What follows belongs to an exercise in optimizing a design on an open flow for a short achievable clock period and few clock cycles; a production flow would make more cautious choices. Only simulation tests tie the RTL to the original design; equivalence was not proved. No activity file was given, so power comes from the tool's default toggle rates.

[design/flow/config.mk]
export PLATFORM = sky130hd
export DESIGN_NAME = mips_core
export DESIGN_NICKNAME = mips_core
export VERILOG_FILES = /design/flow/design.v
export SDC_FILE = /design/flow/constraint.sdc
export NUM_CORES = 4
export LEC_CHECK = 0
export CAP_MARGIN = 20
export CORE_MARGIN = 2
export CORE_UTILIZATION = 40
export PLACE_DENSITY = 0.6
export SLEW_MARGIN = 20
[design/flow/constraint.sdc]
create_clock -name core_clock -period 6.0 [get_ports {clk}]
set_input_delay 1.2000 -clock core_clock [delete_from_list [all_inputs] [get_ports {clk}]]
set_output_delay 1.2000 -clock core_clock [all_outputs]
set_load 0.01 [all_outputs]
[design/flow/design.v]
 `timescale 1ns / 1ps
module alu (
	input wire [31:0] a, b,
	input wire [4:0] sa,
	input wire op_add, op_sub, op_and, op_or, op_slt, op_srl, op_pass,
	output wire [31:0] result
	);
	wire [31:0] bx = op_sub ? ~b : b;
	wire [31:0] sum = a + bx + {31'b0, op_sub};
	wire lt = (a[31] ^ b[31]) ? a[31] : sum[31];
	wire [31:0] shr = b >> sa;
	assign result = ({32{op_add}} & sum)
		| ({32{op_and}} & (a & b))
		| ({32{op_or}} & (a | b))
		| {31'b0, op_slt & lt}
		| ({32{op_srl}} & shr)
		| ({32{op_pass}} & b);
endmodule
 `timescale 1ns / 1ps
module regfile (
	input wire clk,
	input wire [4:0] addr_a,
	output wire [31:0] data_a,
	input wire [4:0] addr_b,
	output wire [31:0] data_b,
	input wire en_w,
	input wire [4:0] addr_w,
	input wire [31:0] data_w
	);
	reg [31:0] regfile [1:31];   
	always @(posedge clk) begin
		if (en_w && addr_w != 0)
			regfile[addr_w] <= data_w;
	end
	assign data_a = (addr_a == 0) ? 32'b0 : regfile[addr_a];
	assign data_b = (addr_b == 0) ? 32'b0 : regfile[addr_b];
endmodule
 `timescale 1ns / 1ps
module controller (
	input wire [31:0] inst,
	output reg rs_used,       
	output reg rt_used,       
	output reg b_is_rt,       
	output reg [2:0] b_imm,   
	output reg wen,           
	output reg [4:0] dst,     
	output reg is_load,
	output reg is_store,
	output reg is_branch,
	output reg is_beq,
	output reg is_jr,
	output reg op_add,        
	output reg op_sub,        
	output reg op_and,
	output reg op_or,
	output reg op_slt,
	output reg op_srl,
	output reg op_pass       
	);
localparam
	PC_NEXT    = 0,
	PC_JUMP    = 1,
	PC_JR      = 2,
	PC_BEQ     = 4,
	PC_BNE     = 5;
localparam
	EXE_A_RS     = 0,
	EXE_A_SA     = 1,
	EXE_A_LINK   = 2,
	EXE_A_BRANCH = 3;
localparam
	EXE_B_RT     = 0,
	EXE_B_IMM    = 1,
	EXE_B_LINK   = 2,
	EXE_B_BRANCH = 3;
localparam
	EXE_ALU_ADD    = 0,
	EXE_ALU_SUB    = 1,
	EXE_ALU_SLT    = 2,
	EXE_ALU_LUI    = 3,
	EXE_ALU_AND    = 4,
	EXE_ALU_OR     = 5,
	EXE_ALU_SR     = 9;
localparam
	WB_ADDR_RD    = 0,
	WB_ADDR_RT    = 1,
	WB_ADDR_LINK  = 2;
localparam
	WB_DATA_ALU   = 0,
	WB_DATA_MEM   = 1;
localparam
	PC_RESET  = 32'h0000_0000;
localparam   
	INST_R          = 6'b000000,   
	R_FUNC_SRL      = 6'b000010,   
	R_FUNC_JR       = 6'b001000,
	R_FUNC_ADD      = 6'b100000,
	R_FUNC_SUB      = 6'b100010,
	R_FUNC_AND      = 6'b100100,
	R_FUNC_OR       = 6'b100101,
	R_FUNC_SLT      = 6'b101010,
	INST_J          = 6'b000010,
	INST_JAL        = 6'b000011,
	INST_BEQ        = 6'b000100,
	INST_BNE        = 6'b000101,
	INST_ADDI       = 6'b001000,
	INST_SLTI       = 6'b001010,
	INST_ANDI       = 6'b001100,
	INST_ORI        = 6'b001101,
	INST_LUI        = 6'b001111,
	INST_LW         = 6'b100011,
	INST_SW         = 6'b101011;
localparam
	GPR_ZERO = 0,
	GPR_AT = 1,
	GPR_V0 = 2,
	GPR_V1 = 3,
	GPR_A0 = 4,
	GPR_A1 = 5,
	GPR_A2 = 6,
	GPR_A3 = 7,
	GPR_T0 = 8,
	GPR_T1 = 9,
	GPR_T2 = 10,
	GPR_T3 = 11,
	GPR_T4 = 12,
	GPR_T5 = 13,
	GPR_T6 = 14,
	GPR_T7 = 15,
	GPR_S0 = 16,
	GPR_S1 = 17,
	GPR_S2 = 18,
	GPR_S3 = 19,
	GPR_S4 = 20,
	GPR_S5 = 21,
	GPR_S6 = 22,
	GPR_S7 = 23,
	GPR_T8 = 24,
	GPR_T9 = 25,
	GPR_K0 = 26,
	GPR_K1 = 27,
	GPR_GP = 28,
	GPR_SP = 29,
	GPR_FP = 30,
	GPR_RA = 31;
	always @(*) begin
		rs_used = 0; rt_used = 0; b_is_rt = 0; b_imm = 0;
		wen = 0; dst = inst[15:11];
		is_load = 0; is_store = 0; is_branch = 0; is_beq = 0; is_jr = 0;
		op_add = 0; op_sub = 0; op_and = 0; op_or = 0; op_slt = 0; op_srl = 0; op_pass = 0;
		case (inst[31:26])
			INST_R: begin
				case (inst[5:0])
					R_FUNC_JR: begin is_jr = 1; rs_used = 1; end
					R_FUNC_ADD: begin op_add = 1; wen = 1; rs_used = 1; rt_used = 1; b_is_rt = 1; end
					R_FUNC_SUB: begin op_add = 1; op_sub = 1; wen = 1; rs_used = 1; rt_used = 1; b_is_rt = 1; end
					R_FUNC_AND: begin op_and = 1; wen = 1; rs_used = 1; rt_used = 1; b_is_rt = 1; end
					R_FUNC_OR:  begin op_or = 1; wen = 1; rs_used = 1; rt_used = 1; b_is_rt = 1; end
					R_FUNC_SLT: begin op_slt = 1; op_sub = 1; wen = 1; rs_used = 1; rt_used = 1; b_is_rt = 1; end
					R_FUNC_SRL: begin op_srl = 1; wen = 1; rt_used = 1; b_is_rt = 1; end
					default: ;
				endcase
			end
			INST_JAL: begin op_pass = 1; b_imm = 3; wen = 1; dst = 5'd31; end
			INST_BEQ: begin is_branch = 1; is_beq = 1; rs_used = 1; rt_used = 1; b_is_rt = 1; end
			INST_BNE: begin is_branch = 1; rs_used = 1; rt_used = 1; b_is_rt = 1; end
			INST_ADDI: begin op_add = 1; b_imm = 0; wen = 1; dst = inst[20:16]; rs_used = 1; end
			INST_SLTI: begin op_slt = 1; op_sub = 1; b_imm = 0; wen = 1; dst = inst[20:16]; rs_used = 1; end
			INST_ANDI: begin op_and = 1; b_imm = 1; wen = 1; dst = inst[20:16]; rs_used = 1; end
			INST_ORI:  begin op_or = 1; b_imm = 1; wen = 1; dst = inst[20:16]; rs_used = 1; end
			INST_LUI:  begin op_pass = 1; b_imm = 2; wen = 1; dst = inst[20:16]; end
			INST_LW:   begin op_add = 1; b_imm = 0; is_load = 1; wen = 1; dst = inst[20:16]; rs_used = 1; end
			INST_SW:   begin op_add = 1; b_imm = 0; is_store = 1; rs_used = 1; rt_used = 1; end
			default: ;
		endcase
		if (dst == 5'd0)
			wen = 0;
	end
endmodule
 `timescale 1ns / 1ps
module datapath (
	input wire clk,
	input wire rst,
	output wire [31:0] inst_addr,
	input wire [31:0] inst_data,
	output wire mem_wen,
	output wire [31:0] mem_addr,
	output wire [31:0] mem_dout,
	input wire [31:0] mem_din
	);
localparam
	PC_NEXT    = 0,
	PC_JUMP    = 1,
	PC_JR      = 2,
	PC_BEQ     = 4,
	PC_BNE     = 5;
localparam
	EXE_A_RS     = 0,
	EXE_A_SA     = 1,
	EXE_A_LINK   = 2,
	EXE_A_BRANCH = 3;
localparam
	EXE_B_RT     = 0,
	EXE_B_IMM    = 1,
	EXE_B_LINK   = 2,
	EXE_B_BRANCH = 3;
localparam
	EXE_ALU_ADD    = 0,
	EXE_ALU_SUB    = 1,
	EXE_ALU_SLT    = 2,
	EXE_ALU_LUI    = 3,
	EXE_ALU_AND    = 4,
	EXE_ALU_OR     = 5,
	EXE_ALU_SR     = 9;
localparam
	WB_ADDR_RD    = 0,
	WB_ADDR_RT    = 1,
	WB_ADDR_LINK  = 2;
localparam
	WB_DATA_ALU   = 0,
	WB_DATA_MEM   = 1;
localparam
	PC_RESET  = 32'h0000_0000;
localparam   
	INST_R          = 6'b000000,   
	R_FUNC_SRL      = 6'b000010,   
	R_FUNC_JR       = 6'b001000,
	R_FUNC_ADD      = 6'b100000,
	R_FUNC_SUB      = 6'b100010,
	R_FUNC_AND      = 6'b100100,
	R_FUNC_OR       = 6'b100101,
	R_FUNC_SLT      = 6'b101010,
	INST_J          = 6'b000010,
	INST_JAL        = 6'b000011,
	INST_BEQ        = 6'b000100,
	INST_BNE        = 6'b000101,
	INST_ADDI       = 6'b001000,
	INST_SLTI       = 6'b001010,
	INST_ANDI       = 6'b001100,
	INST_ORI        = 6'b001101,
	INST_LUI        = 6'b001111,
	INST_LW         = 6'b100011,
	INST_SW         = 6'b101011;
localparam
	GPR_ZERO = 0,
	GPR_AT = 1,
	GPR_V0 = 2,
	GPR_V1 = 3,
	GPR_A0 = 4,
	GPR_A1 = 5,
	GPR_A2 = 6,
	GPR_A3 = 7,
	GPR_T0 = 8,
	GPR_T1 = 9,
	GPR_T2 = 10,
	GPR_T3 = 11,
	GPR_T4 = 12,
	GPR_T5 = 13,
	GPR_T6 = 14,
	GPR_T7 = 15,
	GPR_S0 = 16,
	GPR_S1 = 17,
	GPR_S2 = 18,
	GPR_S3 = 19,
	GPR_S4 = 20,
	GPR_S5 = 21,
	GPR_S6 = 22,
	GPR_S7 = 23,
	GPR_T8 = 24,
	GPR_T9 = 25,
	GPR_K0 = 26,
	GPR_K1 = 27,
	GPR_GP = 28,
	GPR_SP = 29,
	GPR_FP = 30,
	GPR_RA = 31;
	reg [31:0] pc;
	wire [31:0] pc4 = pc + 32'd4;
	wire [5:0] if_op = inst_data[31:26];
	wire if_jump = (if_op == INST_J) || (if_op == INST_JAL);
	wire if_rs_eq_rt = (inst_data[25:21] == inst_data[20:16]);
	wire if_pred = ((if_op == INST_BEQ) && if_rs_eq_rt) || ((if_op == INST_BNE) && !if_rs_eq_rt);
	wire [31:0] jump_target = {4'b0000, inst_data[25:0], 2'b00};
	wire [16:0] bt_lo = {1'b0, pc4[17:2]} + {1'b0, inst_data[15:0]};
	wire [13:0] pc4_hi_inc = pc4[31:18] + 14'd1;
	wire [13:0] pc4_hi_dec = pc4[31:18] - 14'd1;
	wire [13:0] bt_hi = (bt_lo[16] == inst_data[15]) ? pc4[31:18] : (bt_lo[16] ? pc4_hi_inc : pc4_hi_dec);
	wire [31:0] branch_target = {bt_hi, bt_lo[15:0], pc4[1:0]};
	reg id_valid;
	reg [31:0] id_inst;
	reg [31:0] id_pc4;
	reg [31:0] id_alt;    
	reg id_pred;
	wire d_rs_used, d_rt_used, d_b_is_rt, d_wen, d_load, d_store, d_branch, d_beq, d_jr;
	wire [2:0] d_b_imm;
	wire [4:0] d_dst;
	wire d_add, d_sub, d_and, d_or, d_slt, d_srl, d_pass;
	controller CONTROLLER (
		.inst(id_inst),
		.rs_used(d_rs_used), .rt_used(d_rt_used), .b_is_rt(d_b_is_rt), .b_imm(d_b_imm),
		.wen(d_wen), .dst(d_dst),
		.is_load(d_load), .is_store(d_store), .is_branch(d_branch), .is_beq(d_beq), .is_jr(d_jr),
		.op_add(d_add), .op_sub(d_sub), .op_and(d_and), .op_or(d_or), .op_slt(d_slt),
		.op_srl(d_srl), .op_pass(d_pass)
	);
	wire [4:0] rs = id_inst[25:21];
	wire [4:0] rt = id_inst[20:16];
	reg ex_wen, ex_load, ex_store, ex_branch, ex_beq, ex_pred;
	reg [4:0] ex_dst;
	reg mem_wen_r, mem_load, mem_store;
	reg [4:0] mem_dst;
	reg [31:0] mem_res;
	reg [31:0] mem_sd;
	wire [31:0] rf_rs, rf_rt;
	wire [31:0] mem_wdata = mem_load ? mem_din : mem_res;
	regfile REGFILE (
		.clk(clk),
		.addr_a(rs), .data_a(rf_rs),
		.addr_b(rt), .data_b(rf_rt),
		.en_w(mem_wen_r), .addr_w(mem_dst), .data_w(mem_wdata)
	);
	wire rs_ex_hit = ex_wen && (ex_dst == rs);
	wire rt_ex_hit = ex_wen && (ex_dst == rt);
	wire rs_mem_hit = mem_wen_r && (mem_dst == rs);
	wire rt_mem_hit = mem_wen_r && (mem_dst == rt);
	wire [31:0] fwd_rs = rs_mem_hit ? mem_wdata : rf_rs;
	wire [31:0] fwd_rt = rt_mem_hit ? mem_wdata : rf_rt;
	wire stall = id_valid && (
		(d_rs_used && rs_ex_hit && (ex_load || d_jr)) ||
		(d_rt_used && rt_ex_hit && ex_load));
	reg [31:0] ex_a, ex_b, ex_sd, ex_alt;
	reg [4:0] ex_sa;
	reg ex_byp_a, ex_byp_b, ex_byp_sd;
	reg ex_add, ex_sub, ex_and, ex_or, ex_slt, ex_srl, ex_pass;
	wire [31:0] opa = ex_byp_a ? mem_res : ex_a;
	wire [31:0] opb = ex_byp_b ? mem_res : ex_b;
	wire [31:0] sd = ex_byp_sd ? mem_res : ex_sd;
	wire [31:0] alu_out;
	alu ALU (
		.a(opa), .b(opb), .sa(ex_sa),
		.op_add(ex_add), .op_sub(ex_sub), .op_and(ex_and), .op_or(ex_or),
		.op_slt(ex_slt), .op_srl(ex_srl), .op_pass(ex_pass),
		.result(alu_out)
	);
	wire ex_eq = (opa == opb);
	wire ex_taken = ex_beq ? ex_eq : !ex_eq;
	wire mispredict = ex_branch && (ex_taken != ex_pred);
	wire jr_redirect = id_valid && d_jr && !stall && !mispredict;
	always @(posedge clk) begin
		if (rst)
			pc <= PC_RESET;
		else if (mispredict)
			pc <= ex_alt;
		else if (stall)
			pc <= pc;
		else if (jr_redirect)
			pc <= fwd_rs;
		else if (if_jump)
			pc <= jump_target;
		else if (if_pred)
			pc <= branch_target;
		else
			pc <= pc4;
	end
	assign inst_addr = pc;
	always @(posedge clk) begin
		if (rst || mispredict || (jr_redirect))
			id_valid <= 0;
		else if (!stall)
			id_valid <= 1;
	end
	always @(posedge clk) begin
		if (!stall) begin
			id_inst <= inst_data;
			id_pc4 <= pc4;
			id_alt <= if_pred ? pc4 : branch_target;
			id_pred <= if_pred;
		end
	end
	wire id_go = id_valid && !stall && !mispredict;
	always @(posedge clk) begin
		if (rst || !id_go) begin
			ex_wen <= 0;
			ex_load <= 0;
			ex_store <= 0;
			ex_branch <= 0;
		end
		else begin
			ex_wen <= d_wen;
			ex_load <= d_load;
			ex_store <= d_store;
			ex_branch <= d_branch;
		end
	end
	always @(posedge clk) begin
		ex_dst <= d_dst;
		ex_beq <= d_beq;
		ex_pred <= id_pred;
		ex_alt <= id_alt;
		ex_sa <= id_inst[10:6];
		ex_add <= d_add;
		ex_sub <= d_sub;
		ex_and <= d_and;
		ex_or <= d_or;
		ex_slt <= d_slt;
		ex_srl <= d_srl;
		ex_pass <= d_pass;
		ex_a <= fwd_rs;
		ex_byp_a <= rs_ex_hit;
		ex_sd <= fwd_rt;
		ex_byp_sd <= rt_ex_hit;
		if (d_b_is_rt) begin
			ex_b <= fwd_rt;
			ex_byp_b <= rt_ex_hit;
		end
		else begin
			ex_byp_b <= 0;
			case (d_b_imm)
				3'd0: ex_b <= {{16{id_inst[15]}}, id_inst[15:0]};
				3'd1: ex_b <= {16'b0, id_inst[15:0]};
				3'd2: ex_b <= {id_inst[15:0], 16'b0};
				default: ex_b <= id_pc4;
			endcase
		end
	end
	always @(posedge clk) begin
		if (rst) begin
			mem_wen_r <= 0;
			mem_load <= 0;
			mem_store <= 0;
		end
		else begin
			mem_wen_r <= ex_wen;
			mem_load <= ex_load;
			mem_store <= ex_store;
		end
	end
	always @(posedge clk) begin
		mem_dst <= ex_dst;
		mem_res <= alu_out;
		mem_sd <= sd;
	end
	assign
		mem_wen = mem_store,
		mem_addr = mem_res,
		mem_dout = mem_sd;
endmodule
 `timescale 1ns / 1ps
module mips_core (
	input wire clk,   
	input wire rst,   
	output wire [31:0] inst_addr,   
	input wire [31:0] inst_data,   
	output wire mem_wen,   
	output wire [31:0] mem_addr,   
	output wire [31:0] mem_dout,   
	input wire [31:0] mem_din   
	);
	datapath DATAPATH (
		.clk(clk),
		.rst(rst),
		.inst_addr(inst_addr),
		.inst_data(inst_data),
		.mem_wen(mem_wen),
		.mem_addr(mem_addr),
		.mem_dout(mem_dout),
		.mem_din(mem_din)
	);
endmodule
[design/flow/run.sh]
#!/bin/bash
# synth_recipe.tcl (not shown) runs the flow's synth.tcl, then flattens the netlist and writes it again
# the make line also repeats each setting of config.mk as NAME=value (left out here)
make -C /OpenROAD-flow-scripts/flow DESIGN_CONFIG=/design/flow/config.mk WORK_HOME=/design/flow/orfs CLKGATE_MAP_FILE= SYNTH_SCRIPT=/design/flow/synth_recipe.tcl finish
==> results of run 1 <==
-- timing repair --
item	in CTS	in global routing
endpoints found under the setup margin	0	7
hold buffers	0	0
setup buffers	0	0
gates resized for setup	0	4
-- cells by family after synthesis --
kind of cell,count (synthesis),synth area share
AO/OA/AOI/OAI,745,0.0700
adder cells (fa/ha/maj),126,0.0240
XOR/XNOR,133,0.0175
AND/OR/NAND/NOR,720,0.0492
buffers and inverters,459,0.0295
multiplexers,877,0.239
flip-flops,1356,0.571
-- layer usage --
layer	wire length, µm	vias to the layer above	global-route usage
met5	13	-	0
met4	11800	2	0.125
met3	18200	409	0.0504
met2	106000	2056	0.420
met1	85700	22099	0.339
li1	-	17975	-
-- critical path, delay by kind of cell, from the launching register on --
family                   cells  cell delay, ns
AND/OR/NAND/NOR              8            1.29
adder cells (fa/ha/maj)      3            0.99
flip-flops                   1            0.47
AO/OA/AOI/OAI                5            1.26
buffers and inverters        5            0.74
multiplexers                 1            0.38
XOR/XNOR                     2            0.32
-- area by class of cell --
| cell class | instances | area [µm²] | share of cell area |
|---|---|---|---|
| Antenna cell | 2 | 5.00 | 0.0000656 |
| Clock buffer | 174 | 3840 | 0.0504 |
| Clock inverter | 94 | 936 | 0.0123 |
| Inverter | 154 | 581 | 0.00761 |
| Multi-Input combinational cell | 2601 | 26900 | 0.353 |
| Sequential cell | 1356 | 38100 | 0.499 |
| Tap cell | 2189 | 2740 | 0.0359 |
| Timing Repair Buffer | 342 | 3170 | 0.0415 |
-- flip-flops by register name (all words and copies together), names as in the netlist, 30 cells and up, named ones only --
name                      count
DATAPATH.REGFILE.regfile    992
DATAPATH.ex_a                32
DATAPATH.ex_alt              32
DATAPATH.ex_b                32
DATAPATH.ex_sd               32
DATAPATH.id_alt              32
DATAPATH.id_inst             32
DATAPATH.mem_res             32
DATAPATH.mem_sd              32
DATAPATH.pc                  32
DATAPATH.id_pc4              30
-- metrics by stage --
stage / utilization / instance area, µm² / hold WS (ns) / instances / TNS [ns]
detailed placement: 0.432 / 71400 / 0.327 / 6641 / -1.37
global placement: 0.432 / 71300 / 0.324 / 6637 / -1.68
finish: 0.462 / 76300 / 0.332 / 6912 / 0
CTS: 0.461 / 76200 / 0.339 / 6909 / 0
floorplan: - / 66600 / 0.323 / 4416 / 0
global route: 0.462 / 76300 / 0.345 / 6910 / 0
-- cells in the mapped netlist (13+ instances only) --
cell	n
edfxtp_1	1087
mux4_2	566
dfxtp_1	269
mux2i_1	263
nor2_1	254
nand2_1	228
a21oi_1	212
o21ai_0	184
clkbuf_1	164
inv_1	153
ha_1	123
a211oi_1	90
xnor2_1	87
buf_2	71
o22ai_1	65
nand3_1	53
mux2_2	48
xor2_1	46
buf_1	38
nor3_1	30
buf_4	23
a221oi_1	22
a21o_1	21
nand2b_1	20
o211ai_1	19
a22oi_1	18
and3_1	17
nor4_1	17
a31oi_1	16
o21a_1	13
o221ai_1	13
or3_1	13
-- power by group through the flow --
stage / Sequential, W / Combinational [W] / Clock [W]
after CTS: 0.0106 / 0.00255 / 0.00923
after detailed placement: 0.0108 / 0.00255 / 0
after global routing: 0.0106 / 0.00275 / 0.00958
after global placement: 0.0108 / 0.00254 / 0
final: 0.0106 / 0.00259 / 0.00912
after floorplan: 0.0107 / 0.00163 / 0
-- layout by cell type, fill, tap and decap left out, types with 149 or more instances in the layout --
master,instances
o21ai_0,182
mux4_2,566
nand2_1,228
a21oi_1,212
nor2_1,222
buf_4,167
clkbuf_16,149
inv_1,153
mux2i_1,261
edfxtp_1,1087
dfxtp_1,251
clkdlybuf4s50_1,162
-- path summary, 6_finish.rpt --
path,startpoint,end,slack [ns],depth (start not counted)
min,DATAPATH.id_alt[27],DATAPATH.ex_alt[27],0.33,0
max reg2reg,DATAPATH.pc[2],DATAPATH.pc[31],0.43,24
min reg2reg,DATAPATH.id_alt[27],DATAPATH.ex_alt[27],0.33,0
max,DATAPATH.pc[2],DATAPATH.pc[31],0.43,24
==> results.json, run 1 <==
{
  "status": "complete, no violations",
  "clock_sinks": 1356,
  "synth-warning-count": 3,
  "netlist.area_leader.share": 0.490,
  "total_power_w": 0.0223,
  "drc": 0,
  "die_h_um": 412,
  "root_buffer": "clkbuf_16",
  "max_freq_mhz": 180,
  "synth_fp_nets": 4608,
  "portBuffers": 162,
  "syn_area_mm2": 0.0666,
  "crit_chain": "ha_1 -> nand3_1 -> nor3_2 -> buf_4 -> nand2_1 -> xor2_1 -> inv_1 -> ha_1 -> nand4_1 -> o21ai_2 -> inv_1 -> buf_4 -> ha_1 -> a21oi_1 -> o21ai_0 -> nor2b_1 -> nor4_1 -> buf_4 -> o41ai_2 -> mux2_2 -> nor2_1 -> xnor2_1 -> a221oi_2 -> nor3_1",
  "worst_slack_ns": 0.431,
  "antenna_found_initial": 2,
  "io_pins": 163,
  "die_w_um": 412,
  "dp_hpwl_um": 144000,
  "cp.required_ns": 6.67,
  "grt_max_degree": 102,
  "p_switching_w": 0.00562,
  "clk_pin_slew_ns": 0.06,
  "nNetsFinal": 4793,
  "syn_to_final_growth_pct": 14.5,
  "fin_crit_ns": 5.57,
  "yosys-top-cells-area": "edfxtp_1 (49%), mux4_2 (19%), dfxtp_1 (8.1%)",
  "ys_ff_latch": 1356,
  "setup_viol": 0,
  "nFillCells": 14367,
  "first_iter_violations": 4933,
  "power_density_mw_per_mm2": 293,
  "grt_remaining_overflow": 0,
  "async_reset_ff_frac": 0,
  "yosysUniqueCellTypes": 86,
  "syn_inst": 4416,
  "crit_type": "flip-flop to flip-flop",
  "clockBufferDepth": 3,
  "ys.flop_type": "edfxtp_1",
  "dr_total_vias": 42541,
  "drive_gt1_frac": 0.232,
  "syn_avg_cell_area_um2": 15.1,
  "tightest_slew_ns": 1.22,
  "p_leak_nw": 26.4,
  "place.gp.congestion": 0.933,
  "initial_core_util": 0.403,
  "cap_viol_max_count": 0,
  "h-tree-depth": 4,
  "relSlewSlack": 0.189,
  "clock_power_share": 0.408,
  "drt_pass1_iterations": 5,
  "clock_latency_ns": 0.80,
  "endpoint_kind": "flip-flop",
  "drv_slew": 0,
  "grt_pass1_wl_um": 314000,
  "via_per_inst": 6.15,
  "p_int_w": 0.0167,
  "cpMaxStageDelayCell": "dfxtp_1",
  "critPathArrivalTime_ns": 6.24,
  "wl_per_cell_um": 32.1,
  "critPathLaunchType": "flip-flop",
  "drtAntennaViolNets": 0,
  "dieArea_mm2": 0.170,
  "yosys.area.top_type": "edfxtp_1",
  "grt_usage": 0.260,
  "pwr-share-comb": 0.116,
  "synth_sequential_area_ratio": 0.571,
  "switching_share": 0.251,
  "cts_inserted_buffers": 146,
  "synth_enable_flop_cells": 1087,
  "grt_pass1_vias": 42221,
  "cts_tree": "done",
  "fin_crit_sh": 0.928,
  "pre_cts_slack_ns": -0.457,
  "seqPwrFrac": 0.476,
  "finalHoldViolations": 0,
  "rows": 149,
  "slowest_delay_ns": 0.47,
  "core-area_mm2": 0.165,
  "routed_wl_um": 222000,
  "peakVddDrop_mv": 0.316,
  "rsz0062_at_grt": "no",
  "cp_max_fo": 8,
  "skew_ns": 0.0228,
  "hold_path_class": "flip-flop to flip-flop"
}
Testbench counts, summed over its fixed seeds: cycles 22,628.
==> run 2, diff against run 1 <==
--- a/design/flow/design.v
+++ b/design/flow/design.v
@@ -1,12 +1,12 @@
  `timescale 1ns / 1ps
 module alu (
-	input wire [31:0] a, b,
+	input wire [31:0] a, b,   
 	input wire [4:0] sa,
 	input wire op_add, op_sub, op_and, op_or, op_slt, op_srl, op_pass,
 	output wire [31:0] result
 	);
-	wire [31:0] bx = op_sub ? ~b : b;
-	wire [31:0] sum = a + bx + {31'b0, op_sub};
-	wire lt = (a[31] ^ b[31]) ? a[31] : sum[31];
+	wire [31:0] sum;
+	prefix_add #(32) ADDER (.a(a), .b(b), .cin(op_sub), .sum(sum), .cout());
+	wire lt = (a[31] ^ ~b[31]) ? a[31] : sum[31];
 	wire [31:0] shr = b >> sa;
 	assign result = ({32{op_add}} & sum)
@@ -17,4 +17,34 @@
 		| ({32{op_pass}} & b);
 endmodule
+module prefix_add #(parameter W = 32) (
+	input wire [W-1:0] a, b,
+	input wire cin,
+	output wire [W-1:0] sum,
+	output wire cout
+	);
+	localparam N = W + 1;   
+	localparam L = (N <= 2) ? 1 : (N <= 4) ? 2 : (N <= 8) ? 3 : (N <= 16) ? 4 : (N <= 32) ? 5 : 6;
+	wire [N-1:0] g [0:L];
+	wire [N-1:0] p [0:L];
+	assign g[0] = {a & b, cin};
+	assign p[0] = {a ^ b, 1'b0};
+	genvar k, i;
+	generate
+		for (k = 0; k < L; k = k + 1) begin : level
+			for (i = 0; i < N; i = i + 1) begin : col
+				if (((i >> k) & 1) == 1) begin : merge
+					assign g[k+1][i] = g[k][i] | (p[k][i] & g[k][((i >> k) << k) - 1]);
+					assign p[k+1][i] = p[k][i] & p[k][((i >> k) << k) - 1];
+				end
+				else begin : pass
+					assign g[k+1][i] = g[k][i];
+					assign p[k+1][i] = p[k][i];
+				end
+			end
+		end
+	endgenerate
+	assign sum = p[0][N-1:1] ^ g[L][N-2:0];
+	assign cout = g[L][N-1];
+endmodule
  `timescale 1ns / 1ps
 module regfile (
@@ -276,20 +306,13 @@
 	GPR_RA = 31;
 	reg [31:0] pc;
-	wire [31:0] pc4 = pc + 32'd4;
+	wire [29:0] pc4_w;
+	prefix_add #(30) PC_INC (.a(pc[31:2]), .b(30'd0), .cin(1'b1), .sum(pc4_w), .cout());
+	wire [31:0] pc4 = {pc4_w, pc[1:0]};
 	wire [5:0] if_op = inst_data[31:26];
 	wire if_jump = (if_op == INST_J) || (if_op == INST_JAL);
-	wire if_rs_eq_rt = (inst_data[25:21] == inst_data[20:16]);
-	wire if_pred = ((if_op == INST_BEQ) && if_rs_eq_rt) || ((if_op == INST_BNE) && !if_rs_eq_rt);
 	wire [31:0] jump_target = {4'b0000, inst_data[25:0], 2'b00};
-	wire [16:0] bt_lo = {1'b0, pc4[17:2]} + {1'b0, inst_data[15:0]};
-	wire [13:0] pc4_hi_inc = pc4[31:18] + 14'd1;
-	wire [13:0] pc4_hi_dec = pc4[31:18] - 14'd1;
-	wire [13:0] bt_hi = (bt_lo[16] == inst_data[15]) ? pc4[31:18] : (bt_lo[16] ? pc4_hi_inc : pc4_hi_dec);
-	wire [31:0] branch_target = {bt_hi, bt_lo[15:0], pc4[1:0]};
 	reg id_valid;
 	reg [31:0] id_inst;
 	reg [31:0] id_pc4;
-	reg [31:0] id_alt;    
-	reg id_pred;
 	wire d_rs_used, d_rt_used, d_b_is_rt, d_wen, d_load, d_store, d_branch, d_beq, d_jr;
 	wire [2:0] d_b_imm;
@@ -306,9 +329,20 @@
 	wire [4:0] rs = id_inst[25:21];
 	wire [4:0] rt = id_inst[20:16];
-	reg ex_wen, ex_load, ex_store, ex_branch, ex_beq, ex_pred;
+	wire id_rs_eq_rt = (rs == rt);
+	wire id_pred = d_branch && (d_beq == id_rs_eq_rt);
+	wire [15:0] bt_lo;
+	wire bt_c;
+	prefix_add #(16) BT_ADD (.a(id_pc4[17:2]), .b(id_inst[15:0]), .cin(1'b0), .sum(bt_lo), .cout(bt_c));
+	wire [13:0] pc_hi_inc, pc_hi_dec;
+	prefix_add #(14) HI_INC (.a(id_pc4[31:18]), .b(14'd0), .cin(1'b1), .sum(pc_hi_inc), .cout());
+	prefix_add #(14) HI_DEC (.a(id_pc4[31:18]), .b(14'h3FFF), .cin(1'b0), .sum(pc_hi_dec), .cout());
+	wire [13:0] bt_hi = (bt_c == id_inst[15]) ? id_pc4[31:18] : (bt_c ? pc_hi_inc : pc_hi_dec);
+	wire [31:0] branch_target = {bt_hi, bt_lo, id_pc4[1:0]};
+	reg ex_wen, ex_load, ex_store, ex_branch;
 	reg [4:0] ex_dst;
 	reg mem_wen_r, mem_load, mem_store;
 	reg [4:0] mem_dst;
 	reg [31:0] mem_res;
+	reg [31:0] mem_res_n;   
 	reg [31:0] mem_sd;
 	wire [31:0] rf_rs, rf_rt;
@@ -331,9 +365,9 @@
 	reg [31:0] ex_a, ex_b, ex_sd, ex_alt;
 	reg [4:0] ex_sa;
-	reg ex_byp_a, ex_byp_b, ex_byp_sd;
+	reg ex_byp_a, ex_byp_b, ex_byp_bn, ex_byp_sd, ex_mis_eq;
 	reg ex_add, ex_sub, ex_and, ex_or, ex_slt, ex_srl, ex_pass;
-	wire [31:0] opa = ex_byp_a ? mem_res : ex_a;
-	wire [31:0] opb = ex_byp_b ? mem_res : ex_b;
-	wire [31:0] sd = ex_byp_sd ? mem_res : ex_sd;
+	wire [31:0] opa = ex_a | ({32{ex_byp_a}} & mem_res);
+	wire [31:0] opb = ex_b | ({32{ex_byp_b}} & mem_res) | ({32{ex_byp_bn}} & mem_res_n);
+	wire [31:0] sd = ex_sd | ({32{ex_byp_sd}} & mem_res);
 	wire [31:0] alu_out;
 	alu ALU (
@@ -344,7 +378,8 @@
 	);
 	wire ex_eq = (opa == opb);
-	wire ex_taken = ex_beq ? ex_eq : !ex_eq;
-	wire mispredict = ex_branch && (ex_taken != ex_pred);
+	wire mispredict = ex_branch && (ex_eq == ex_mis_eq);
 	wire jr_redirect = id_valid && d_jr && !stall && !mispredict;
+	wire br_redirect = id_valid && id_pred && !stall && !mispredict;
+	wire [31:0] pc_seq = jr_redirect ? fwd_rs : br_redirect ? branch_target : if_jump ? jump_target : pc4;
 	always @(posedge clk) begin
 		if (rst)
@@ -352,18 +387,10 @@
 		else if (mispredict)
 			pc <= ex_alt;
-		else if (stall)
-			pc <= pc;
-		else if (jr_redirect)
-			pc <= fwd_rs;
-		else if (if_jump)
-			pc <= jump_target;
-		else if (if_pred)
-			pc <= branch_target;
-		else
-			pc <= pc4;
+		else if (!stall)
+			pc <= pc_seq;
 	end
 	assign inst_addr = pc;
 	always @(posedge clk) begin
-		if (rst || mispredict || (jr_redirect))
+		if (rst || mispredict || jr_redirect || br_redirect)
 			id_valid <= 0;
 		else if (!stall)
@@ -374,6 +401,4 @@
 			id_inst <= inst_data;
 			id_pc4 <= pc4;
-			id_alt <= if_pred ? pc4 : branch_target;
-			id_pred <= if_pred;
 		end
 	end
@@ -395,7 +420,5 @@
 	always @(posedge clk) begin
 		ex_dst <= d_dst;
-		ex_beq <= d_beq;
-		ex_pred <= id_pred;
-		ex_alt <= id_alt;
+		ex_alt <= id_pred ? id_pc4 : branch_target;
 		ex_sa <= id_inst[10:6];
 		ex_add <= d_add;
@@ -406,16 +429,19 @@
 		ex_srl <= d_srl;
 		ex_pass <= d_pass;
-		ex_a <= fwd_rs;
+		ex_mis_eq <= d_beq ? !id_pred : id_pred;
+		ex_a <= rs_ex_hit ? 32'b0 : fwd_rs;
 		ex_byp_a <= rs_ex_hit;
-		ex_sd <= fwd_rt;
+		ex_sd <= rt_ex_hit ? 32'b0 : fwd_rt;
 		ex_byp_sd <= rt_ex_hit;
 		if (d_b_is_rt) begin
-			ex_b <= fwd_rt;
-			ex_byp_b <= rt_ex_hit;
+			ex_b <= rt_ex_hit ? 32'b0 : (d_sub ? ~fwd_rt : fwd_rt);
+			ex_byp_b <= rt_ex_hit && !d_sub;
+			ex_byp_bn <= rt_ex_hit && d_sub;
 		end
 		else begin
 			ex_byp_b <= 0;
+			ex_byp_bn <= 0;
 			case (d_b_imm)
-				3'd0: ex_b <= {{16{id_inst[15]}}, id_inst[15:0]};
+				3'd0: ex_b <= d_sub ? ~{{16{id_inst[15]}}, id_inst[15:0]} : {{16{id_inst[15]}}, id_inst[15:0]};
 				3'd1: ex_b <= {16'b0, id_inst[15:0]};
 				3'd2: ex_b <= {id_inst[15:0], 16'b0};
@@ -439,4 +465,5 @@
 		mem_dst <= ex_dst;
 		mem_res <= alu_out;
+		mem_res_n <= ~alu_out;
 		mem_sd <= sd;
 	end
--- a/design/flow/config.mk
+++ b/design/flow/config.mk
@@ -10,3 +10,4 @@
 export CORE_UTILIZATION = 40
 export PLACE_DENSITY = 0.6
+export SETUP_SLACK_MARGIN = 3.0
 export SLEW_MARGIN = 20
==> run 2 against run 1 <==
  * Clock skew is 0.0029 ns higher
  * Register-to-register slack better by 1.8 ns
  * Via count increased by 5.0%
  * Combinational power is 23% higher
  * Final cell count rose by 2.4%
  * Design area rose by 4.9%
  * First-iteration DRC count rose by 12%
  * Global-route usage is 1.8 points higher
  * Wire length grew 7.3%
  * Critical path depth decreased by 12
  * Highest routed layer unchanged
==> results.json, run 2 <==
{
  "rsz0062_at_grt": "yes",
  "finalHoldViolations": 0,
  "crit_type": "flip-flop to flip-flop",
  "skew_ns": 0.0257,
  "largest-register": "DATAPATH.REGFILE.regfile",
  "tightest_slew_ns": 1.10,
  "endpoint_kind": "flip-flop",
  "critPathArrivalTime_ns": 4.51,
  "grt_pass1_vias": 43482,
  "clock_latency_ns": 0.81,
  "syn_area_mm2": 0.0661,
  "power_density_mw_per_mm2": 286,
  "cap_viol_max_count": 0,
  "antenna_found_initial": 4,
  "largest_register_ffs": 992,
  "portBuffers": 162,
  "netlist_top_cells_count": "edfxtp_1 (1056), mux4_2 (542), dfxtp_1 (301)",
  "slowest_delay_ns": 0.58,
  "cts_tree": "done",
  "rows": 149,
  "initial_core_util": 0.402,
  "grt_max_degree": 76,
  "dp_hpwl_um": 150000,
  "drv_slew": 0,
  "reg2reg_setup_slack_ns": 2.19,
  "fin_setup_tns_ns": 0,
  "holdBufCountCts": 0,
  "grt_remaining_overflow": 0,
  "via_per_inst": 6.31,
  "p_leak_nw": 28.3,
  "syn_inst": 4429,
  "fin_crit_ns": 3.81,
  "crit_family": "simple AND/OR/NAND/NOR gates",
  "clockBufferDepth": 3,
  "drive_gt1_frac": 0.318,
  "fin_crit_sh": 0.635,
  "h-tree-depth": 4,
  "drt_pass1_iterations": 6,
  "nNetsFinal": 4932,
  "netlist.area_leader.share": 0.480,
  "setup_viol": 0,
  "grt_usage": 0.278,
  "status": "complete, no violations",
  "core-area_mm2": 0.164,
  "critPathBufInv": 2,
  "grt_pass1_wl_um": 332000,
  "die_w_um": 410,
  "cp.required_ns": 6.70,
  "yosysMostFrequentCell": "edfxtp_1",
  "die_h_um": 410,
  "yosys.area.top_type": "edfxtp_1",
  "synth_sequential_area_ratio": 0.571,
  "yosysUniqueCellTypes": 82,
  "cts_inserted_buffers": 146,
  "relSlewSlack": 0.264,
  "max_freq_mhz": 263,
  "first_iter_violations": 5529,
  "drc": 0,
  "cpMaxStageDelayCell": "or4_4",
  "ys.flop_type": "edfxtp_1",
  "crit_chain": "clkbuf_16 -> a221o_2 -> ha_4 -> nor4_4 -> nand4_1 -> or3_4 -> a31o_4 -> buf_6 -> or4_4 -> nor2_2 -> o21ai_1 -> a311oi_1",
  "routed_wl_um": 238000,
  "dr_total_vias": 44677,
  "synth_fp_nets": 4594,
  "ys_ff_latch": 1357,
  "hold_path_class": "flip-flop to flip-flop",
  "root_buffer": "clkbuf_16",
  "synth-warning-count": 7,
  "peakVddDrop_mv": 0.341,
  "syn_to_final_growth_pct": 21.1,
  "clk_pin_slew_ns": 0.07,
  "cp_max_fo": 7,
  "dieArea_mm2": 0.168,
  "yosys-top-cells-area": "edfxtp_1 (48%), mux4_2 (18%), dfxtp_1 (9.1%)",
  "syn_avg_cell_area_um2": 14.9,
  "wl_per_cell_um": 33.7,
  "io_pins": 163,
  "layout_common_cells": "edfxtp_1 (1056), mux4_2 (542), buf_4 (259)",
  "final_common_cell": "edfxtp_1",
  "synth_enable_flop_cells": 1056,
  "final_core_util": 0.487,
  "drtAntennaViolNets": 0,
  "place.gp.congestion": 0.987,
  "clock_sinks": 1357,
  "critPathLaunchType": "flip-flop",
  "async_reset_ff_frac": 0
}
-- run 2: cell types whose count changed in the layout (fill, tap and decap cells not counted), sizes merged, moves of 42 or more --
cell	change
buf	+170
o21ai	-78
a21o	+64
a221o	+45
clkdlybuf4s50	-43
dlygate4sd2	+42
-- run 2: final cells by class --
class / instances / area (µm²)
Clock inverter: 74 / 778
Inverter: 124 / 469
Timing Repair Buffer: 519 / 5330
Tap cell: 2189 / 2740
Sequential cell: 1357 / 37900
Antenna cell: 3 / 7.51
Multi-Input combinational cell: 2619 / 28800
Fill cell: 13976 / 84400
Clock buffer: 191 / 3980
-- run 2: final timing paths --
kind                    endpoint               start  depth (start not counted)
min reg2reg  DATAPATH.mem_dst[1]  DATAPATH.ex_dst[1]                          0
max reg2reg      DATAPATH.pc[28]   DATAPATH.ex_byp_b                         12
max              DATAPATH.pc[28]   DATAPATH.ex_byp_b                         12
min          DATAPATH.mem_dst[1]  DATAPATH.ex_dst[1]                          0
-- run 2: report_power, final --
group,total [W],internal (W),leakage [nW],switching [W]
combinational,0.00318,0.00140,13.6,0.00179
sequential,0.0105,0.0103,12.4,0.000200
clock,0.00915,0.00526,2.31,0.00389
total,0.0229,0.0170,28.3,0.00588
-- run 2: cells by family (layout without fill, tap and decap cells) --
| group | Yosys count | count (layout) | share of synthesized area |
|---|---|---|---|
| compound gates | 815 | 816 | 0.0850 |
| flops | 1357 | 1357 | 0.571 |
| fa+ha+maj | 99 | 99 | 0.0199 |
| simple gates | 754 | 757 | 0.0518 |
| other cells | 0 | 3 | 0 |
| mux | 805 | 805 | 0.225 |
| buf+inv | 457 | 908 | 0.0281 |
| xor+xnor | 142 | 142 | 0.0188 |
-- run 2: per-stage QoR --
step	std cells	hold WS (ns)	worst slack, ns	cell area, µm²	total power (W)
2_1_floorplan	4429	0.371	2.62	66400	0.0123
3_3_place_gp	6578	0.390	1.37	70800	0.0133
3_5_place_dp	6579	0.386	1.35	70800	0.0133
4_1_cts	6985	0.403	2.22	78500	0.0227
5_1_grt	7073	0.408	2.14	80000	0.0234
6_report	7076	0.400	2.19	80000	0.0229
-- run 2: repair_timing --
| action | CTS | global route |
|---|---|---|
| setup buffers | 128 | 83 |
| gates resized for setup | 393 | 162 |
| endpoints found under the setup margin | 408 | 312 |
| cloned | 13 | 5 |
| pin swaps | 80 | 92 |
-- run 2: metal layers --
layer | share of wire | wire [µm] | GRT usage
met1 | 0.38 | 91300 | 0.363
met2 | 0.47 | 112000 | 0.443
met3 | 0.087 | 20700 | 0.0499
met4 | 0.060 | 14200 | 0.144
met5 | 0.00018 | 44 | 0
Testbench counts of run 2, summed over its fixed seeds: cycles 23,869.
==> run 3, diff against run 2 <==
--- a/design/flow/design.v
+++ b/design/flow/design.v
@@ -312,7 +312,16 @@
 	wire if_jump = (if_op == INST_J) || (if_op == INST_JAL);
 	wire [31:0] jump_target = {4'b0000, inst_data[25:0], 2'b00};
+	wire if_rs_eq_rt = (inst_data[25:21] == inst_data[20:16]);
+	wire if_pred = ((if_op == INST_BEQ) && if_rs_eq_rt) || ((if_op == INST_BNE) && !if_rs_eq_rt);
+	wire [9:0] fast_lo;
+	wire fast_c;
+	prefix_add #(10) FAST_ADD (.a(pc[11:2]), .b(inst_data[9:0]), .cin(1'b1), .sum(fast_lo), .cout(fast_c));
+	wire fast_ok = fast_c ? (inst_data[15:10] == 6'h3F) : (inst_data[15:10] == 6'h00);
+	wire if_fast = if_pred && fast_ok;
+	wire [31:0] fast_target = {pc[31:12], fast_lo, pc[1:0]};
 	reg id_valid;
 	reg [31:0] id_inst;
 	reg [31:0] id_pc4;
+	reg id_pred;   
 	wire d_rs_used, d_rt_used, d_b_is_rt, d_wen, d_load, d_store, d_branch, d_beq, d_jr;
 	wire [2:0] d_b_imm;
@@ -329,6 +338,4 @@
 	wire [4:0] rs = id_inst[25:21];
 	wire [4:0] rt = id_inst[20:16];
-	wire id_rs_eq_rt = (rs == rt);
-	wire id_pred = d_branch && (d_beq == id_rs_eq_rt);
 	wire [15:0] bt_lo;
 	wire bt_c;
@@ -377,9 +384,11 @@
 		.result(alu_out)
 	);
-	wire ex_eq = (opa == opb);
+	wire eq_regs = (ex_a == ex_b);
+	wire eq_mem_b = (mem_res == ex_b);
+	wire eq_a_mem = (ex_a == mem_res);
+	wire ex_eq = ex_byp_a ? (ex_byp_b || eq_mem_b) : (ex_byp_b ? eq_a_mem : eq_regs);
 	wire mispredict = ex_branch && (ex_eq == ex_mis_eq);
 	wire jr_redirect = id_valid && d_jr && !stall && !mispredict;
-	wire br_redirect = id_valid && id_pred && !stall && !mispredict;
-	wire [31:0] pc_seq = jr_redirect ? fwd_rs : br_redirect ? branch_target : if_jump ? jump_target : pc4;
+	wire [31:0] pc_seq = jr_redirect ? fwd_rs : if_jump ? jump_target : if_fast ? fast_target : pc4;
 	always @(posedge clk) begin
 		if (rst)
@@ -392,5 +401,5 @@
 	assign inst_addr = pc;
 	always @(posedge clk) begin
-		if (rst || mispredict || jr_redirect || br_redirect)
+		if (rst || mispredict || jr_redirect)
 			id_valid <= 0;
 		else if (!stall)
@@ -401,4 +410,5 @@
 			id_inst <= inst_data;
 			id_pc4 <= pc4;
+			id_pred <= if_fast;
 		end
 	end
==> run 3 against run 2 <==
  * First-iteration DRC count is 14% higher
  * Final cell count increased by 2.0%
  * Non-clock buffer count fell by 12
  * Combinational power decreased by 4%
  * Sequential power barely moved
  * Register-to-register slack worse by 0.23 ns
  * Worst hold slack about the same
  * Maximum frequency decreased by 5.6%
  * Critical endpoint is now DATAPATH.mem_res_n[0]
==> results.json, run 3 <==
{
  "status": "complete, no violations",
  "dieArea_mm2": 0.171,
  "r2r_cells": 18,
  "setup_viol": 0,
  "nNetsFinal": 5065,
  "tightest_slew_ns": 1.12,
  "min_to": "DATAPATH.mem_dst[4]",
  "ys.flop_type": "edfxtp_1",
  "cp_max_fo": 6,
  "final_common_cell": "edfxtp_1",
  "layout_common_cells": "edfxtp_1 (1057), mux4_2 (522), nor2_1 (236)",
  "clock_sinks": 1358,
  "portBuffers": 162,
  "fin_setup_tns_ns": 0,
  "largest_register_ffs": 992,
  "synth-warning-count": 8,
  "hold_depth": 0,
  "die_h_um": 413,
  "syn_avg_cell_area_um2": 14.7,
  "grt_pass1_wl_um": 331000,
  "core-area_mm2": 0.167,
  "rows": 150,
  "cap_viol_max_count": 0,
  "grt_remaining_overflow": 0,
  "fin_crit_sh": 0.672,
  "cpMaxStageDelayCell": "a221o_1",
  "max_freq_mhz": 248,
  "fin_crit_ns": 4.03,
  "power_density_mw_per_mm2": 283,
  "critPathLaunchType": "flip-flop",
  "peakVddDrop_mv": 0.223,
  "die_w_um": 413,
  "slowest_delay_ns": 0.40,
  "syn_to_final_growth_pct": 20.6,
  "synth_sequential_area_ratio": 0.564,
  "reg2reg_setup_slack_ns": 1.97,
  "ys_ff_latch": 1358,
  "drv_slew": 0,
  "async_reset_ff_frac": 0,
  "maxUsedRoutingLayer": "met5",
  "critPathArrivalTime_ns": 4.73,
  "clock_power_share": 0.403,
  "synth_fp_nets": 4725,
  "rsz0062_at_grt": "yes",
  "placed_cells": 6730,
  "p_leak_nw": 28.6,
  "yosys.area.top_type": "edfxtp_1",
  "nFillCells": 13918,
  "hold_path_class": "flip-flop to flip-flop",
  "drc": 0,
  "seqPwrFrac": 0.463,
  "relSlewSlack": 0.250,
  "first_iter_violations": 6315,
  "wl_per_cell_um": 33.0,
  "pwr-share-comb": 0.133,
  "met2_length_um": 108000,
  "netlist_top_cells_count": "edfxtp_1 (1057), mux4_2 (522), dfxtp_1 (301)",
  "dp_hpwl_um": 150000,
  "switching_share": 0.260,
  "finalHoldViolations": 0,
  "crit_chain": "a221o_1 -> fa_2 -> a211oi_2 -> o21bai_2 -> a41oi_2 -> o31a_1 -> nor4_4 -> buf_4 -> o21a_1 -> o211ai_1 -> nand2_1 -> a31o_2 -> fa_2 -> nor2b_2 -> a211oi_2 -> o21ai_1 -> nor3_2 -> buf_4",
  "largest-register": "DATAPATH.REGFILE.regfile",
  "clock_latency_ns": 0.80,
  "dr_total_vias": 45979,
  "regToRegStartpoint": "DATAPATH.ex_byp_b",
  "final_cells": 7216,
  "clockBufferDepth": 3,
  "syn_inst": 4547,
  "root_buffer": "clkbuf_16",
  "grt_max_degree": 72,
  "grt_pass1_vias": 44252,
  "endpoint_kind": "flip-flop",
  "clk_pin_slew_ns": 0.06,
  "synth_enable_flop_cells": 1057,
  "p_switching_w": 0.00597,
  "place.gp.congestion": 0.990,
  "drtAntennaViolNets": 0,
  "routed_wl_um": 238000,
  "antenna_found_initial": 4,
  "seq_area_mm2": 0.0380,
  "io_pins": 163,
  "r2r_end": "DATAPATH.mem_res_n[0]",
  "h-tree-depth": 4,
  "initial_core_util": 0.402,
  "worstHoldStart": "DATAPATH.ex_dst[4]",
  "yosys-top-cells-area": "edfxtp_1 (47%), mux4_2 (18%), dfxtp_1 (9.0%)",
  "yosysMostFrequentCell": "edfxtp_1",
  "cts_inserted_buffers": 149,
  "drt_pass1_iterations": 8,
  "syn_area_mm2": 0.0670,
  "cp.required_ns": 6.70,
  "crit_type": "flip-flop to flip-flop",
  "grt_usage": 0.274,
  "wl_met3_um": 23400,
  "p_int_w": 0.0169,
  "via_per_inst": 6.37,
  "drive_gt1_frac": 0.302,
  "skew_ns": 0.0284,
  "netlist.area_leader.share": 0.474,
  "met1_length_um": 92300,
  "multi_input_area_mm2": 0.0293,
  "yosysUniqueCellTypes": 91,
  "cts_tree": "done"
}
[run 3: logic make-up after synthesis]
family                     synth area share
muxes                                 0.216
DFF                                   0.564
xor gates and xnor gates             0.0271
AOI/OAI and AO/OA                    0.0876
buffers and inverters                0.0285
adders and majority gates            0.0224
and+or+nand+nor                      0.0550
[run 3: metal layers]
layer / up-vias / track usage
met2: 2743 / 0.419
li1: 18855 / -
met4: 2 / 0.143
met5: - / 0
met1: 23841 / 0.371
met3: 538 / 0.0523
[run 3: stage by stage]
stage               utilization  hold slack (ns)  setup slack (ns)  instance area, µm²  total power, W
floorplan                     -            0.348              2.28               67300          0.0123
global placement          0.430            0.388              1.44               71700          0.0133
detailed placement        0.430            0.386              1.39               71700          0.0134
CTS                       0.477            0.400              2.14               79600          0.0227
global route              0.484            0.412              1.89               80800          0.0235
finish                    0.484            0.399              1.97               80800          0.0229
[run 3: worst max-delay path, delay by kind of cell (launching register included)]
kind                     cells  cell delay, ns
AND/OR/NAND/NOR              4            0.42
AO/OA/AOI/OAI               10            2.08
adder cells (fa/ha/maj)      2            0.71
buffers and inverters        2            0.31
flip-flops                   1            0.39
[run 3: worst max-delay path by stage]
stage                      startpoint                     to  cells past startpoint
floorplan           DATAPATH.ex_byp_b   DATAPATH.mem_res[31]                     18
global placement    DATAPATH.ex_byp_b   DATAPATH.mem_res[31]                     15
detailed placement  DATAPATH.ex_byp_b   DATAPATH.mem_res[31]                     16
CTS                 DATAPATH.ex_byp_b   DATAPATH.mem_res[31]                     17
global route        DATAPATH.ex_byp_b  DATAPATH.mem_res_n[0]                     18
finish              DATAPATH.ex_byp_b  DATAPATH.mem_res_n[0]                     18
[run 3: power groups by stage]
stage,logic [W],clock network [W],registers [W]
floorplan,0.00165,0,0.0107
global placement,0.00248,0,0.0109
detailed placement,0.00250,0,0.0109
CTS,0.00286,0.00928,0.0106
global route,0.00320,0.00966,0.0106
finish,0.00306,0.00923,0.0106
[run 3: what timing repair did]
item / 4_1_cts / 5_1_grt
pin swaps: 51 / 45
gates resized for setup: 412 / 144
hold buffers: 0 / 0
buffers inserted: 139 / 53
endpoints found under the setup margin: 356 / 233
gates cloned: 11 / 7
[run 3: area by class of cell]
class,count,share of cell area
clock buffer,196,0.0496
tap,2204,0.0341
inverter,116,0.00567
clock inverter,79,0.0103
antenna,1,0.0000310
timing repair buffer,507,0.0678
multi-input combinational,2755,0.363
sequential,1358,0.470
Testbench counts of run 3, summed over its fixed seeds: cycles 22,628.
==> run 4, diff against run 3 <==
--- a/design/flow/design.v
+++ b/design/flow/design.v
@@ -3,9 +3,20 @@
 	input wire [31:0] a, b,   
 	input wire [4:0] sa,
+	input wire [31:0] a_reg, b_reg,   
+	input wire [31:0] res, res_n,     
+	input wire sel_rr,   
+	input wire sel_mr,   
+	input wire sel_rm,   
+	input wire sel_rn,   
 	input wire op_add, op_sub, op_and, op_or, op_slt, op_srl, op_pass,
 	output wire [31:0] result
 	);
-	wire [31:0] sum;
-	prefix_add #(32) ADDER (.a(a), .b(b), .cin(op_sub), .sum(sum), .cout());
+	wire [31:0] sum_rr, sum_mr, sum_rm, sum_rn;
+	prefix_add #(32) ADD_RR (.a(a_reg), .b(b_reg), .cin(op_sub), .sum(sum_rr), .cout());
+	prefix_add #(32) ADD_MR (.a(res), .b(b_reg), .cin(op_sub), .sum(sum_mr), .cout());
+	prefix_add #(32) ADD_RM (.a(a_reg), .b(res), .cin(1'b0), .sum(sum_rm), .cout());
+	prefix_add #(32) ADD_RN (.a(a_reg), .b(res_n), .cin(1'b1), .sum(sum_rn), .cout());
+	wire [31:0] sum = ({32{sel_rr}} & sum_rr) | ({32{sel_mr}} & sum_mr)
+		| ({32{sel_rm}} & sum_rm) | ({32{sel_rn}} & sum_rn);
 	wire lt = (a[31] ^ ~b[31]) ? a[31] : sum[31];
 	wire [31:0] shr = b >> sa;
@@ -320,8 +331,11 @@
 	wire if_fast = if_pred && fast_ok;
 	wire [31:0] fast_target = {pc[31:12], fast_lo, pc[1:0]};
+	wire [29:0] bt_w;
+	prefix_add #(30) BT_ADD (.a(pc[31:2]), .b({{14{inst_data[15]}}, inst_data[15:0]}), .cin(1'b1), .sum(bt_w), .cout());
 	reg id_valid;
 	reg [31:0] id_inst;
 	reg [31:0] id_pc4;
 	reg id_pred;   
+	reg [31:0] id_target;
 	wire d_rs_used, d_rt_used, d_b_is_rt, d_wen, d_load, d_store, d_branch, d_beq, d_jr;
 	wire [2:0] d_b_imm;
@@ -338,12 +352,4 @@
 	wire [4:0] rs = id_inst[25:21];
 	wire [4:0] rt = id_inst[20:16];
-	wire [15:0] bt_lo;
-	wire bt_c;
-	prefix_add #(16) BT_ADD (.a(id_pc4[17:2]), .b(id_inst[15:0]), .cin(1'b0), .sum(bt_lo), .cout(bt_c));
-	wire [13:0] pc_hi_inc, pc_hi_dec;
-	prefix_add #(14) HI_INC (.a(id_pc4[31:18]), .b(14'd0), .cin(1'b1), .sum(pc_hi_inc), .cout());
-	prefix_add #(14) HI_DEC (.a(id_pc4[31:18]), .b(14'h3FFF), .cin(1'b0), .sum(pc_hi_dec), .cout());
-	wire [13:0] bt_hi = (bt_c == id_inst[15]) ? id_pc4[31:18] : (bt_c ? pc_hi_inc : pc_hi_dec);
-	wire [31:0] branch_target = {bt_hi, bt_lo, id_pc4[1:0]};
 	reg ex_wen, ex_load, ex_store, ex_branch;
 	reg [4:0] ex_dst;
@@ -369,6 +375,8 @@
 	wire stall = id_valid && (
 		(d_rs_used && rs_ex_hit && (ex_load || d_jr)) ||
-		(d_rt_used && rt_ex_hit && ex_load));
-	reg [31:0] ex_a, ex_b, ex_sd, ex_alt;
+		(d_rt_used && rt_ex_hit && ex_load) ||
+		(d_rs_used && d_b_is_rt && !d_branch && rs_ex_hit && rt_ex_hit));
+	reg [31:0] ex_a, ex_b, ex_sd, ex_pc4, ex_target;
+	reg ex_pred;
 	reg [4:0] ex_sa;
 	reg ex_byp_a, ex_byp_b, ex_byp_bn, ex_byp_sd, ex_mis_eq;
@@ -380,4 +388,7 @@
 	alu ALU (
 		.a(opa), .b(opb), .sa(ex_sa),
+		.a_reg(ex_a), .b_reg(ex_b), .res(mem_res), .res_n(mem_res_n),
+		.sel_rr(!ex_byp_a && !ex_byp_b && !ex_byp_bn), .sel_mr(ex_byp_a),
+		.sel_rm(ex_byp_b), .sel_rn(ex_byp_bn),
 		.op_add(ex_add), .op_sub(ex_sub), .op_and(ex_and), .op_or(ex_or),
 		.op_slt(ex_slt), .op_srl(ex_srl), .op_pass(ex_pass),
@@ -391,11 +402,11 @@
 	wire jr_redirect = id_valid && d_jr && !stall && !mispredict;
 	wire [31:0] pc_seq = jr_redirect ? fwd_rs : if_jump ? jump_target : if_fast ? fast_target : pc4;
+	wire [31:0] ex_alt = ex_pred ? ex_pc4 : ex_target;
+	wire [31:0] pc_keep = rst ? PC_RESET : (stall ? pc : pc_seq);
 	always @(posedge clk) begin
-		if (rst)
-			pc <= PC_RESET;
-		else if (mispredict)
+		if (mispredict && !rst)
 			pc <= ex_alt;
-		else if (!stall)
-			pc <= pc_seq;
+		else
+			pc <= pc_keep;
 	end
 	assign inst_addr = pc;
@@ -411,4 +422,5 @@
 			id_pc4 <= pc4;
 			id_pred <= if_fast;
+			id_target <= {bt_w, pc[1:0]};
 		end
 	end
@@ -430,5 +442,7 @@
 	always @(posedge clk) begin
 		ex_dst <= d_dst;
-		ex_alt <= id_pred ? id_pc4 : branch_target;
+		ex_pred <= id_pred;
+		ex_pc4 <= id_pc4;
+		ex_target <= id_target;
 		ex_sa <= id_inst[10:6];
 		ex_add <= d_add;
==> run 4 against run 3 <==
  * Wire length rose by 13%
  * Register-to-register slack improved by 0.65 ns
  * Utilization is 1.7 points higher
  * Synthesized cell count up 9.1%
  * Maximum frequency grew 19%
  * Sequential share of layout area fell by 2.5 points
  * Final cell count rose by 10%
  * Still clean
==> results.json, run 4 <==
{
  "crit_type": "flip-flop to flip-flop",
  "yosys-top-cells-area": "edfxtp_1 (47%), mux4_2 (17%), dfxtp_1 (8.3%)",
  "grt_usage": 0.284,
  "nFillCells": 14783,
  "grt_max_degree": 60,
  "largest_register_ffs": 992,
  "crit_chain": "ha_1 -> a21o_1 -> a21o_1 -> a21oi_1 -> nor2_1 -> nor2_2 -> o21bai_2 -> xor2_1 -> a32o_2 -> a211o_1 -> a221o_1",
  "pwr-share-comb": 0.159,
  "placed_cells": 7302,
  "final_common_cell": "edfxtp_1",
  "status": "complete, no violations",
  "grt_remaining_overflow": 0,
  "place.gp.congestion": 0.960,
  "final_core_util": 0.501,
  "layout_common_cells": "edfxtp_1 (1119), mux4_2 (551), buf_4 (357)",
  "ys.flop_type": "edfxtp_1",
  "first_iter_violations": 6003,
  "cts_tree": "done",
  "power_density_mw_per_mm2": 277,
  "cap_viol_max_count": 0,
  "hold_path_class": "flip-flop to flip-flop",
  "via_per_inst": 6.32,
  "initial_core_util": 0.403,
  "drtAntennaViolNets": 0,
  "drc": 0,
  "clock_power_share": 0.390,
  "r2r_end": "DATAPATH.mem_res[23]",
  "clk_pin_slew_ns": 0.06,
  "routed_wl_um": 268000,
  "cp_max_fo": 5,
  "crit_top_cell": "a21o_1",
  "dieArea_mm2": 0.184,
  "clock_latency_ns": 0.86,
  "p_switching_w": 0.00677,
  "final_cells": 7970,
  "critPathLaunchType": "flip-flop",
  "p_int_w": 0.0180,
  "drive_gt1_frac": 0.340,
  "cts_inserted_buffers": 155,
  "multi_input_area_mm2": 0.0339,
  "dr_total_vias": 50337,
  "fin_crit_sh": 0.564,
  "io_pins": 163,
  "ys_ff_latch": 1419,
  "skew_ns": 0.0623,
  "regToRegStartpoint": "DATAPATH.ex_a[11]",
  "r2r_cells": 11,
  "clock_sinks": 1419,
  "setup.worst_path.end": "DATAPATH.mem_res[23]",
  "cp.required_ns": 6.70,
  "critPathBufInv": 0,
  "grt_pass1_wl_um": 371000,
  "reg2reg_setup_slack_ns": 2.62,
  "whs_ns": 0.342,
  "p_leak_nw": 31.8,
  "dp_hpwl_um": 169000,
  "critPathArrivalTime_ns": 4.09,
  "cp-startpoint": "DATAPATH.ex_a[11]",
  "async_reset_ff_frac": 0,
  "slowest_delay_ns": 0.65,
  "root_buffer": "clkbuf_16",
  "antenna_found_initial": 4,
  "grt_pass1_vias": 49313,
  "syn_avg_cell_area_um2": 14.5,
  "drt_pass1_iterations": 6,
  "yosysMostFrequentCell": "edfxtp_1",
  "syn_to_final_growth_pct": 24.2,
  "core-area_mm2": 0.179,
  "wl_per_cell_um": 33.6,
  "seq_area_mm2": 0.0398,
  "tightest_slew_ns": 1.30,
  "syn_inst": 4963,
  "synth-warning-count": 6,
  "fin_crit_ns": 3.38,
  "fin_setup_tns_ns": 0,
  "cp.depth": 11,
  "synth_fp_nets": 5209,
  "synth_sequential_area_ratio": 0.550,
  "netlist_top_cells_count": "edfxtp_1 (1119), mux4_2 (551), nor2_1 (332)",
  "finalHoldViolations": 0,
  "die_h_um": 428,
  "relSlewSlack": 0.131,
  "die_w_um": 428,
  "max_freq_mhz": 295,
  "synth_enable_flop_cells": 1119,
  "setup_viol": 0,
  "switching_share": 0.273,
  "largest-register": "DATAPATH.REGFILE.regfile",
  "clockBufferDepth": 3,
  "endpoint_kind": "flip-flop",
  "yosys.area.top_type": "edfxtp_1",
  "seqPwrFrac": 0.450,
  "nNetsFinal": 5730,
  "syn_area_mm2": 0.0720,
  "rsz0062_at_grt": "yes",
  "rows": 155,
  "cpMaxStageDelayCell": "nor2_1",
  "yosysUniqueCellTypes": 96,
  "h-tree-depth": 4,
  "drv_slew": 0,
  "netlist.area_leader.share": 0.466,
  "crit_family": "compound AO/OA/AOI/OAI gates",
  "portBuffers": 162,
  "peakVddDrop_mv": 0.362
}
run 4: cell type report:
class / count / share of cell area
diodes: 7 / 0.000196
well taps: 2355 / 0.0329
inverters: 95 / 0.00424
flip-flops and latches: 1419 / 0.445
clock buffers: 193 / 0.0460
multi-input cells: 3125 / 0.379
repair inverters: 4 / 0.000308
repair buffers: 684 / 0.0819
clock inverters: 88 / 0.0106
run 4: cell families after synthesis:
group                      synth area share
xor gates and xnor gates             0.0303
adders and majority gates            0.0336
and+or+nand+nor                      0.0547
DFF                                   0.550
buffers and inverters                0.0246
AOI/OAI and AO/OA                    0.0937
muxes                                 0.213
run 4: power by group through the flow:
| stage | Sequential [W] | Clock [W] | Combinational, W |
|---|---|---|---|
| floorplan | 0.0112 | 0 | 0.00209 |
| global placement | 0.0114 | 0 | 0.00313 |
| detailed placement | 0.0114 | 0 | 0.00315 |
| CTS | 0.0112 | 0.00975 | 0.00367 |
| global route | 0.0112 | 0.0102 | 0.00416 |
| finish | 0.0112 | 0.00969 | 0.00395 |
run 4: per-stage QoR:
step | total power, W | setup slack, ns | area, µm²
2_1_floorplan | 0.0133 | 2.23 | 72400
3_3_place_gp | 0.0145 | 1.24 | 77200
3_5_place_dp | 0.0146 | 1.18 | 77200
4_1_cts | 0.0246 | 2.68 | 87100
5_1_grt | 0.0255 | 2.50 | 89500
6_report | 0.0248 | 2.62 | 89500
run 4: worst min-delay path by stage:
stage,start,endpoint,slack (ns),cells past startpoint
CTS,DATAPATH.id_target[5],DATAPATH.ex_target[5],0.34,0
global route,DATAPATH.id_target[2],DATAPATH.ex_target[2],0.35,0
floorplan,DATAPATH.id_target[10],DATAPATH.ex_target[10],0.32,0
detailed placement,DATAPATH.id_target[31],DATAPATH.ex_target[31],0.33,0
finish,DATAPATH.id_target[12],DATAPATH.ex_target[12],0.34,0
global placement,DATAPATH.id_target[31],DATAPATH.ex_target[31],0.32,0
run 4: metal layers:
metal / up-vias / share of wire / GRT usage
met5: - / 0.00013 / 0
met4: 4 / 0.079 / 0.187
met3: 729 / 0.084 / 0.0551
met2: 2793 / 0.47 / 0.458
met1: 25897 / 0.36 / 0.347
li1: 20914 / - / -
run 4: timing repair:
| action | CTS | global route |
|---|---|---|
| pin swaps | 126 | 111 |
| resized for setup | 653 | 222 |
| setup endpoints to repair | 440 | 472 |
| gates cloned | 25 | 14 |
| hold buffers | 0 | 0 |
| setup buffers | 219 | 122 |
Testbench counts of run 4, summed over its fixed seeds: cycles 22,675.

## what the ideal ports hide
No port has a modelled driver above. Below, the same layouts with a new extraction and two added sets of constraints.
Step 1, drivers: a clkbuf_16 drives clk and a buf_2 each remaining input, both assumed.
Step 2 also shifts input and output timing later by t, the mid clock arrival at the registers, as if the neighbouring blocks saw the same clock.
a / b / c = ideal ports / drivers / drivers and shift; a / b = the first two.
run | t (ns) | slack for setup (ns) | worst setup path at the end
run 1 | 0.882 | 0.431 / 0.431 / -0.198 | input to register
run 2 | 0.890 | 2.192 / 2.192 / 1.815 | input to register
run 3 | 0.877 | 1.965 / 1.965 / 1.965 | register to register
run 4 | 0.913 | 2.616 / 2.616 / 1.918 | input to register
Met with ideal ports but missed after step 2: setup timing in run 1. The setup slack of run 4, which loses most, moves by 0.000 ns with the drivers and by -0.698 ns with both steps.
